This design comes from an exercise in tuning for small area and a short achievable clock period on the open sky130 flow, not from production work. At most, simulation tests tie the RTL to the original design; equivalence was not proved. No activity file was given, so power comes from the tool's default toggle rates.

==> job 6624: inputs <==
Design alu_top, start of the top module:
module alu_top (
        input  logic        clk,
        input  logic [11:0] a_in,
        input  logic [11:0] b_in,
        input  logic        carry_in,
        input  logic [2:0]  func_code,
        output logic [11:0] a_out,
        output logic        carry_out,
        output logic        equ_out,
        output logic        overflow_out
    );
==> module c_nand4, before the edit <==
module c_nand4 (input logic a, input logic b, input logic c, input logic d, output logic y);
    assign y = ~(a & b & c & d);
endmodule
==> module c_aoi22, before the edit <==
module c_aoi22 (input logic a1, input logic a2, input logic b1, input logic b2, output logic y);
    assign y = ~((a1 & a2) | (b1 & b2));
endmodule
==> module d_and3nnp, before the edit <==
module d_and3nnp (input logic a, input logic b, input logic c, output logic y);
    assign y = ~a & ~b & c;
endmodule
==> module d_and3npp, before the edit <==
module d_and3npp (input logic a, input logic b, input logic c, output logic y);
    assign y = ~a & b & c;
endmodule
==> module d_and3, before the edit <==
module d_and3 (input logic a, input logic b, input logic c, output logic y);
    assign y = a & b & c;
endmodule
==> module d_nor3, before the edit <==
module d_nor3 (input logic a, input logic b, input logic c, output logic y);
    assign y = ~(a | b | c);
endmodule
==> module d_and4nnpp, before the edit <==
module d_and4nnpp (input logic a, input logic b, input logic c, input logic d, output logic y);
    assign y = ~a & ~b & c & d;
endmodule
==> module d_and4nppp, before the edit <==
module d_and4nppp (input logic a, input logic b, input logic c, input logic d, output logic y);
    assign y = ~a & b & c & d;
endmodule
==> module d_ta, before the edit <==
module d_ta (input logic [2:0] f, input logic n1, input logic n0, output logic y);
    assign y = (~f[2] & ~f[1]) | (f[2] & f[1] & ~f[0]) | (~f[2] & f[1] & ~n1 & ~n0);
endmodule
==> module d_misc, before the edit <==
module d_misc (
        input  logic [2:0] func_code,
        input  logic [3:0] n,
        input  logic       carry_in,
        output logic       cn,
        output logic [2:0] s2
    );
    wire ya = (func_code == 6'd0);
    wire ys = (func_code == 6'd1);
    assign cn = ~((ya & carry_in) | (ys & ~carry_in));
    wire       rot = (func_code[2:1] == 2'b01);
    wire       dir = func_code[0];
    wire [1:0] q = n[3:2];
    wire       nz = |n[1:0];
    logic [1:0] q1;
    always_comb begin
        case ({dir, nz, q})
            4'b0001, 4'b0101: q1 = 2'd1;
            4'b0010, 4'b0110: q1 = 2'd2;
            4'b1001: q1 = 2'd2;
            4'b1010: q1 = 2'd1;
            4'b1100: q1 = 2'd2;
            4'b1101: q1 = 2'd1;
            default: q1 = 2'd0;
        endcase
    end
    wire rot_zero = (q == 2'd3) & nz;
    assign s2 = (rot && !rot_zero) ? (3'b001 << q1) : 3'b000;
endmodule
==> module alu_dec, before the edit <==
module alu_dec (
        input  logic [2:0] func_code,
        input  logic [3:0] n,
        input  logic       carry_in,
        output logic       sub,
        output logic       rot,
        output logic       ya,
        output logic       ys,
        output logic       cn,
        output logic       ta,
        output logic       td,
        output logic       tb,
        output logic       tg,
        output logic       tn,
        output logic [3:1] s1,
        output logic [2:0] s2
    );
    wire [2:0] f = func_code;
    d_nor3     dya (.a(f[2]), .b(f[1]), .c(f[0]), .y(ya));
    d_and3nnp  dys (.a(f[2]), .b(f[1]), .c(f[0]), .y(ys));
    d_and3nnp  dtd (.a(f[1]), .b(f[0]), .c(f[2]), .y(td));
    d_and3npp  dtg (.a(f[1]), .b(f[2]), .c(f[0]), .y(tg));
    d_and3npp  dtb (.a(f[0]), .b(f[2]), .c(f[1]), .y(tb));
    d_and3     dtn (.a(f[2]), .b(f[1]), .c(f[0]), .y(tn));
    d_ta       dta (.f(f), .n1(n[1]), .n0(n[0]), .y(ta));
    wire e;
    c_xor2     dex (.a(n[1]), .b(f[0]), .y(e));
    d_and4nnpp ds1 (.a(f[2]), .b(e), .c(f[1]), .d(n[0]), .y(s1[1]));
    d_and4nnpp ds2 (.a(f[2]), .b(n[0]), .c(f[1]), .d(n[1]), .y(s1[2]));
    d_and4nppp ds3 (.a(f[2]), .b(f[1]), .c(n[0]), .d(e), .y(s1[3]));
    assign sub = ys;
    assign rot = ~f[2] & f[1];
    d_misc     dmi (.func_code(f), .n(n), .carry_in(carry_in), .cn(cn), .s2(s2));
endmodule
==> module alu_pre, before the edit <==
module alu_pre (
        input  logic [11:0] a_in,
        input  logic [11:0] b_in,
        input  logic        carry_in,
        input  logic [2:0]  func_code,
        output logic [11:0] x,
        output logic [11:0] y,
        output logic        cn,
        output logic        sub,
        output logic        rot,
        output logic        equ
    );
    wire ya, ys, ta, td, tb, tg, tn;
    wire [3:1] s1;
    wire [2:0] s2;
    alu_dec dec (
        .func_code(func_code), .n(b_in[3:0]), .carry_in(carry_in),
        .sub(sub), .rot(rot), .ya(ya), .ys(ys), .cn(cn),
        .ta(ta), .td(td), .tb(tb), .tg(tg), .tn(tn), .s1(s1), .s2(s2)
    );
    wire [11:0] an, d, ua, ub, ud, uc;
    genvar i;
    generate
        for (i = 0; i < 12; i++) begin : bits
            c_inv ai (.a(a_in[i]), .y(an[i]));
            c_xor2 df (.a(a_in[i]), .b(b_in[i]), .y(d[i]));
            c_aoi22 xa (.a1(s1[1]), .a2(a_in[(i + 11) % 12]), .b1(s1[2]), .b2(a_in[(i + 10) % 12]), .y(ua[i]));
            c_aoi22 xb (.a1(s1[3]), .a2(a_in[(i + 9) % 12]), .b1(ta), .b2(a_in[i]), .y(ub[i]));
            c_aoi22 xd (.a1(td), .a2(d[i]), .b1(tb), .b2(b_in[i]), .y(ud[i]));
            c_aoi32 xc (.a1(tg), .a2(a_in[i]), .a3(b_in[i]), .b1(tn), .b2(an[i]), .y(uc[i]));
            c_nand4 xo (.a(ua[i]), .b(ub[i]), .c(ud[i]), .d(uc[i]), .y(x[i]));
            if (i >= 9 && i < 12) begin : ysel
                alu_ys yo (.b(b_in[i]), .ya(ya), .ys(ys), .s(s2[i - 9]), .y(y[i]));
            end else begin : yb
                alu_y yo (.b(b_in[i]), .ya(ya), .ys(ys), .y(y[i]));
            end
        end
    endgenerate
    alu_equ eq (.d(d), .equ(equ));
endmodule
clock: 4.0 ns
lec_check: 0
cap_margin: 20
core_margin: 2
core_utilization: 40
setup_slack_margin: 2.0
slew_margin: 20
synth_hierarchical: 1
standard.sh (not shown) runs the stock make flow with config.mk's settings and CLKGATE_MAP_FILE= SYNTH_SCRIPT=/design/flow/synth_recipe.tcl, a recipe that flattens the netlist after the stock synthesis.
==> flow/flow/run.sh <==
#!/bin/bash
# Own layout flow: the standard ORFS flow (standard.sh) with the standard
# synthesis unchanged, and these changes to the layout steps:
#  - before floorplanning, flow/downsize.tcl removes synthesis's buffers and
#    sets each logic cell to its smallest size, for the repair steps to
#    upsize where timing needs it;
#  - the port buffers are plain buffers (BUF_CELL) instead of the delay
#    cells that buffer_ports picks by default;
#  - clock tree synthesis adds no dummy loads (CTS_ARGS).
# Each step's output goes to a log file in the work folder; ORFS's own logs
# stay under orfs/logs.
set -euo pipefail
HERE=$(cd "$(dirname "$0")" && pwd)
BUF_CELL=${BUF_CELL:-sky130_fd_sc_hd__buf_1}
CTS="-sink_clustering_enable -repair_clock_nets -dont_use_dummy_load"
bash standard.sh synth > synth.log 2>&1
bash standard.sh "PRE_FLOORPLAN_TCL=$HERE/downsize.tcl" \
  "BUFFER_PORTS_ARGS=-buffer_cell $BUF_CELL" "CTS_ARGS=$CTS" finish > layout.log 2>&1
==> flow/flow/downsize.tcl <==
# Before floorplanning: remove the buffers that synthesis inserted and set
# every combinational cell to the smallest library cell of the same function.
# The repair steps of the flow then buffer and upsize what the clock period
# needs. Registers keep their cells.
remove_buffers
set n_changed 0
foreach inst [[ord::get_db_block] getInsts] {
  set m [[$inst getMaster] getName]
  if {![regexp {^(sky130_fd_sc_hd__[a-z0-9]+)_([0-9]+)$} $m -> base drv]} { continue }
  if {[regexp {df|dl|sdf|edf|clk|conb|tap|fill|decap} $base]} { continue }
  set best ""
  set best_area 1e9
  foreach lc [get_lib_cells ${base}_*] {
    set name [get_name $lc]
    if {![regexp "^${base}_\[0-9\]+\$" $name]} { continue }
    if {[get_property $lc dont_use]} { continue }
    set a [get_property $lc area]
    if {$a < $best_area} { set best $name; set best_area $a }
  }
  if {$best ne "" && $best ne $m} {
    replace_cell [get_cells [$inst getName]] [get_lib_cells $best]
    incr n_changed
  }
}
puts "downsize: $n_changed cells changed"
==> job 9441: changes against job 6624 <==
--- a/flow/design.v
+++ b/flow/design.v
@@ -11,10 +11,4 @@
     assign y = ~(a & b & c);
 endmodule
-module c_nand4 (input logic a, input logic b, input logic c, input logic d, output logic y);
-    assign y = ~(a & b & c & d);
-endmodule
-module c_aoi22 (input logic a1, input logic a2, input logic b1, input logic b2, output logic y);
-    assign y = ~((a1 & a2) | (b1 & b2));
-endmodule
 module c_xor2 (input logic a, input logic b, output logic y);
     assign y = a ^ b;
@@ -44,39 +38,36 @@
     assign y = ~(s ? a1 : a0);
 endmodule
-module d_and3nnp (input logic a, input logic b, input logic c, output logic y);
-    assign y = ~a & ~b & c;
-endmodule
-module d_and3npp (input logic a, input logic b, input logic c, output logic y);
-    assign y = ~a & b & c;
-endmodule
-module d_and3 (input logic a, input logic b, input logic c, output logic y);
-    assign y = a & b & c;
-endmodule
-module d_nor3 (input logic a, input logic b, input logic c, output logic y);
-    assign y = ~(a | b | c);
-endmodule
-module d_and4nnpp (input logic a, input logic b, input logic c, input logic d, output logic y);
-    assign y = ~a & ~b & c & d;
-endmodule
-module d_and4nppp (input logic a, input logic b, input logic c, input logic d, output logic y);
-    assign y = ~a & b & c & d;
-endmodule
-module d_ta (input logic [2:0] f, input logic n1, input logic n0, output logic y);
-    assign y = (~f[2] & ~f[1]) | (f[2] & f[1] & ~f[0]) | (~f[2] & f[1] & ~n1 & ~n0);
-endmodule
-module d_misc (
+module alu_dec (
         input  logic [2:0] func_code,
         input  logic [3:0] n,
         input  logic       carry_in,
+        output logic       sub,
+        output logic       rot,
+        output logic       ya,
+        output logic       ys,
         output logic       cn,
+        output logic       ta,
+        output logic       td,
+        output logic       tb,
+        output logic       tg,
+        output logic       tn,
+        output logic [3:1] s1,
         output logic [2:0] s2
     );
-    wire ya = (func_code == 6'd0);
-    wire ys = (func_code == 6'd1);
-    assign cn = ~((ya & carry_in) | (ys & ~carry_in));
-    wire       rot = (func_code[2:1] == 2'b01);
+    wire arith = (func_code[2:1] == 2'b00);
+    assign sub = (func_code == 6'd1);
+    assign rot = (func_code[2:1] == 2'b01);
+    assign ya  = (func_code == 6'd0);
+    assign ys  = sub;
+    assign cn  = ~((ya & carry_in) | (ys & ~carry_in));
+    assign td  = (func_code == 6'd4);
+    assign tg  = (func_code == 6'd5);
+    assign tb  = (func_code == 6'd6);
+    assign tn  = (func_code == 6'd7);
     wire       dir = func_code[0];
     wire [1:0] q = n[3:2];
-    wire       nz = |n[1:0];
+    wire [1:0] nr = n[1:0];
+    wire       nz = |nr;
+    wire [1:0] r1 = {nr[1] ^ (dir & nr[0]), nr[0]};
     logic [1:0] q1;
     always_comb begin
@@ -92,40 +83,9 @@
     end
     wire rot_zero = (q == 2'd3) & nz;
+    wire [3:0] s1a = rot ? (4'b0001 << r1) : 4'b0000;
+    assign ta = arith | tb | s1a[0];
+    assign s1 = s1a[3:1];
     assign s2 = (rot && !rot_zero) ? (3'b001 << q1) : 3'b000;
 endmodule
-module alu_dec (
-        input  logic [2:0] func_code,
-        input  logic [3:0] n,
-        input  logic       carry_in,
-        output logic       sub,
-        output logic       rot,
-        output logic       ya,
-        output logic       ys,
-        output logic       cn,
-        output logic       ta,
-        output logic       td,
-        output logic       tb,
-        output logic       tg,
-        output logic       tn,
-        output logic [3:1] s1,
-        output logic [2:0] s2
-    );
-    wire [2:0] f = func_code;
-    d_nor3     dya (.a(f[2]), .b(f[1]), .c(f[0]), .y(ya));
-    d_and3nnp  dys (.a(f[2]), .b(f[1]), .c(f[0]), .y(ys));
-    d_and3nnp  dtd (.a(f[1]), .b(f[0]), .c(f[2]), .y(td));
-    d_and3npp  dtg (.a(f[1]), .b(f[2]), .c(f[0]), .y(tg));
-    d_and3npp  dtb (.a(f[0]), .b(f[2]), .c(f[1]), .y(tb));
-    d_and3     dtn (.a(f[2]), .b(f[1]), .c(f[0]), .y(tn));
-    d_ta       dta (.f(f), .n1(n[1]), .n0(n[0]), .y(ta));
-    wire e;
-    c_xor2     dex (.a(n[1]), .b(f[0]), .y(e));
-    d_and4nnpp ds1 (.a(f[2]), .b(e), .c(f[1]), .d(n[0]), .y(s1[1]));
-    d_and4nnpp ds2 (.a(f[2]), .b(n[0]), .c(f[1]), .d(n[1]), .y(s1[2]));
-    d_and4nppp ds3 (.a(f[2]), .b(f[1]), .c(n[0]), .d(e), .y(s1[3]));
-    assign sub = ys;
-    assign rot = ~f[2] & f[1];
-    d_misc     dmi (.func_code(f), .n(n), .carry_in(carry_in), .cn(cn), .s2(s2));
-endmodule
 module alu_y (input logic b, input logic ya, input logic ys, output logic y);
     assign y = (b & ya) | (~b & ys);
@@ -157,5 +117,5 @@
         .ta(ta), .td(td), .tb(tb), .tg(tg), .tn(tn), .s1(s1), .s2(s2)
     );
-    wire [11:0] an, d, ua, ub, ud, uc;
+    wire [11:0] an, d, ua, ub, uc;
     genvar i;
     generate
@@ -163,9 +123,14 @@
             c_inv ai (.a(a_in[i]), .y(an[i]));
             c_xor2 df (.a(a_in[i]), .b(b_in[i]), .y(d[i]));
-            c_aoi22 xa (.a1(s1[1]), .a2(a_in[(i + 11) % 12]), .b1(s1[2]), .b2(a_in[(i + 10) % 12]), .y(ua[i]));
-            c_aoi22 xb (.a1(s1[3]), .a2(a_in[(i + 9) % 12]), .b1(ta), .b2(a_in[i]), .y(ub[i]));
-            c_aoi22 xd (.a1(td), .a2(d[i]), .b1(tb), .b2(b_in[i]), .y(ud[i]));
+            c_aoi222 xa (
+                .a1(ta), .a2(a_in[i]), .b1(s1[1]), .b2(a_in[(i + 11) % 12]),
+                .c1(s1[2]), .c2(a_in[(i + 10) % 12]), .y(ua[i])
+            );
+            c_aoi222 xb (
+                .a1(s1[3]), .a2(a_in[(i + 9) % 12]), .b1(td), .b2(d[i]),
+                .c1(tb), .c2(b_in[i]), .y(ub[i])
+            );
             c_aoi32 xc (.a1(tg), .a2(a_in[i]), .a3(b_in[i]), .b1(tn), .b2(an[i]), .y(uc[i]));
-            c_nand4 xo (.a(ua[i]), .b(ub[i]), .c(ud[i]), .d(uc[i]), .y(x[i]));
+            c_nand3 xo (.a(ua[i]), .b(ub[i]), .c(uc[i]), .y(x[i]));
             if (i >= 9 && i < 12) begin : ysel
                 alu_ys yo (.b(b_in[i]), .ya(ya), .ys(ys), .s(s2[i - 9]), .y(y[i]));
==> flow/flow/run.sh (replaced) <==
#!/bin/bash
# Own layout flow: the standard ORFS flow (standard.sh) with the standard
# synthesis unchanged, and two changes to the layout steps:
#  - before floorplanning, flow/downsize.tcl removes synthesis's buffers and
#    sets each logic cell to its smallest size, for the repair steps to
#    upsize where timing needs it;
#  - the port buffers are plain buffers (BUF_CELL) instead of the delay
#    cells that buffer_ports picks by default.
# Each step's output goes to a log file in the work folder; ORFS's own logs
# stay under orfs/logs.
set -euo pipefail
HERE=$(cd "$(dirname "$0")" && pwd)
BUF_CELL=${BUF_CELL:-sky130_fd_sc_hd__buf_1}
bash standard.sh synth > synth.log 2>&1
bash standard.sh "PRE_FLOORPLAN_TCL=$HERE/downsize.tcl" \
  "BUFFER_PORTS_ARGS=-buffer_cell $BUF_CELL" finish > layout.log 2>&1
- SETUP_SLACK_MARGIN: 2.0 -> 2.3
==> comparison table <==
| metric | job 6624 | job 9441 |
|---|---|---|
| Sequential Power Share | 49.2% | 44.8% |
| Clock network power | 247 uW | 306 uW |
| Buffer count from post-CTS setup fixing | 2 | 3 |
| Number of violations reported at the end of detailed-routing iteration 0 | 233 | 305 |
| Post-synthesis cell area | 0.00257 mm^2 | 0.00248 mm^2 |
| Slowest cell on crit path | sky130_fd_sc_hd__a2bb2oi_2 | sky130_fd_sc_hd__dfxtp_2 |
| Count of instances resized after the clock tree is built | 7 | 49 |
| Multi-input logic portion of the cell area | 55.9% | 55.6% |
| DIE AREA | 0.00710 mm^2 | 0.00686 mm^2 |
| Result of the run | timing/DRC/antenna clean | timing/DRC/antenna clean |
| Area occupied by multi-input gates | 0.00167 mm^2 | 0.00188 mm^2 |
| Total of plain and repair buffers excluding clock buffers | 49 | 54 |
| Register cell area after layout | 867 um^2 | 892 um^2 |
| Clock insertion delay at the later pin of the skew report | 0.31 ns | 0.30 ns |
| Max-slew headroom at the worst pin | 49.7% | 47.2% |
No functional check of the RTL was part of job 6624.

[re-timing with driven ports]
Ports are ideal in the flow. The routed layouts listed here were re-timed in OpenROAD.
Step 1: set_driving_cell puts a clkbuf_16 on clk and a buf_2 on each other input, an assumption about the parent block.
Step 2, shift: input delay + t, output delay - t, t = (earliest + latest rising clock arrival at the registers) / 2. This alone moves slack from input paths to output paths.
Slacks: ideal ports / drivers / drivers and shift; pairs: ideal ports / drivers.
| run | shift t [ns] | setup WS [ns] | worst setup path after step 2 | worst slew at a driven data input, ns | pins driven straight from the clock port |
|---|---|---|---|---|---|
| job 6624 | 0.313 | 2.072 / 2.072 / 1.759 | input to register | 0.04 | 1 |
| job 9441 | 0.327 | 2.279 / 2.279 / 1.953 | input to register | 0.07 | 1 |
After both steps setup and hold are still met in every run listed. The setup slack of job 9441, which loses most, moves by 0.000 ns with the drivers and by -0.326 ns with both steps.
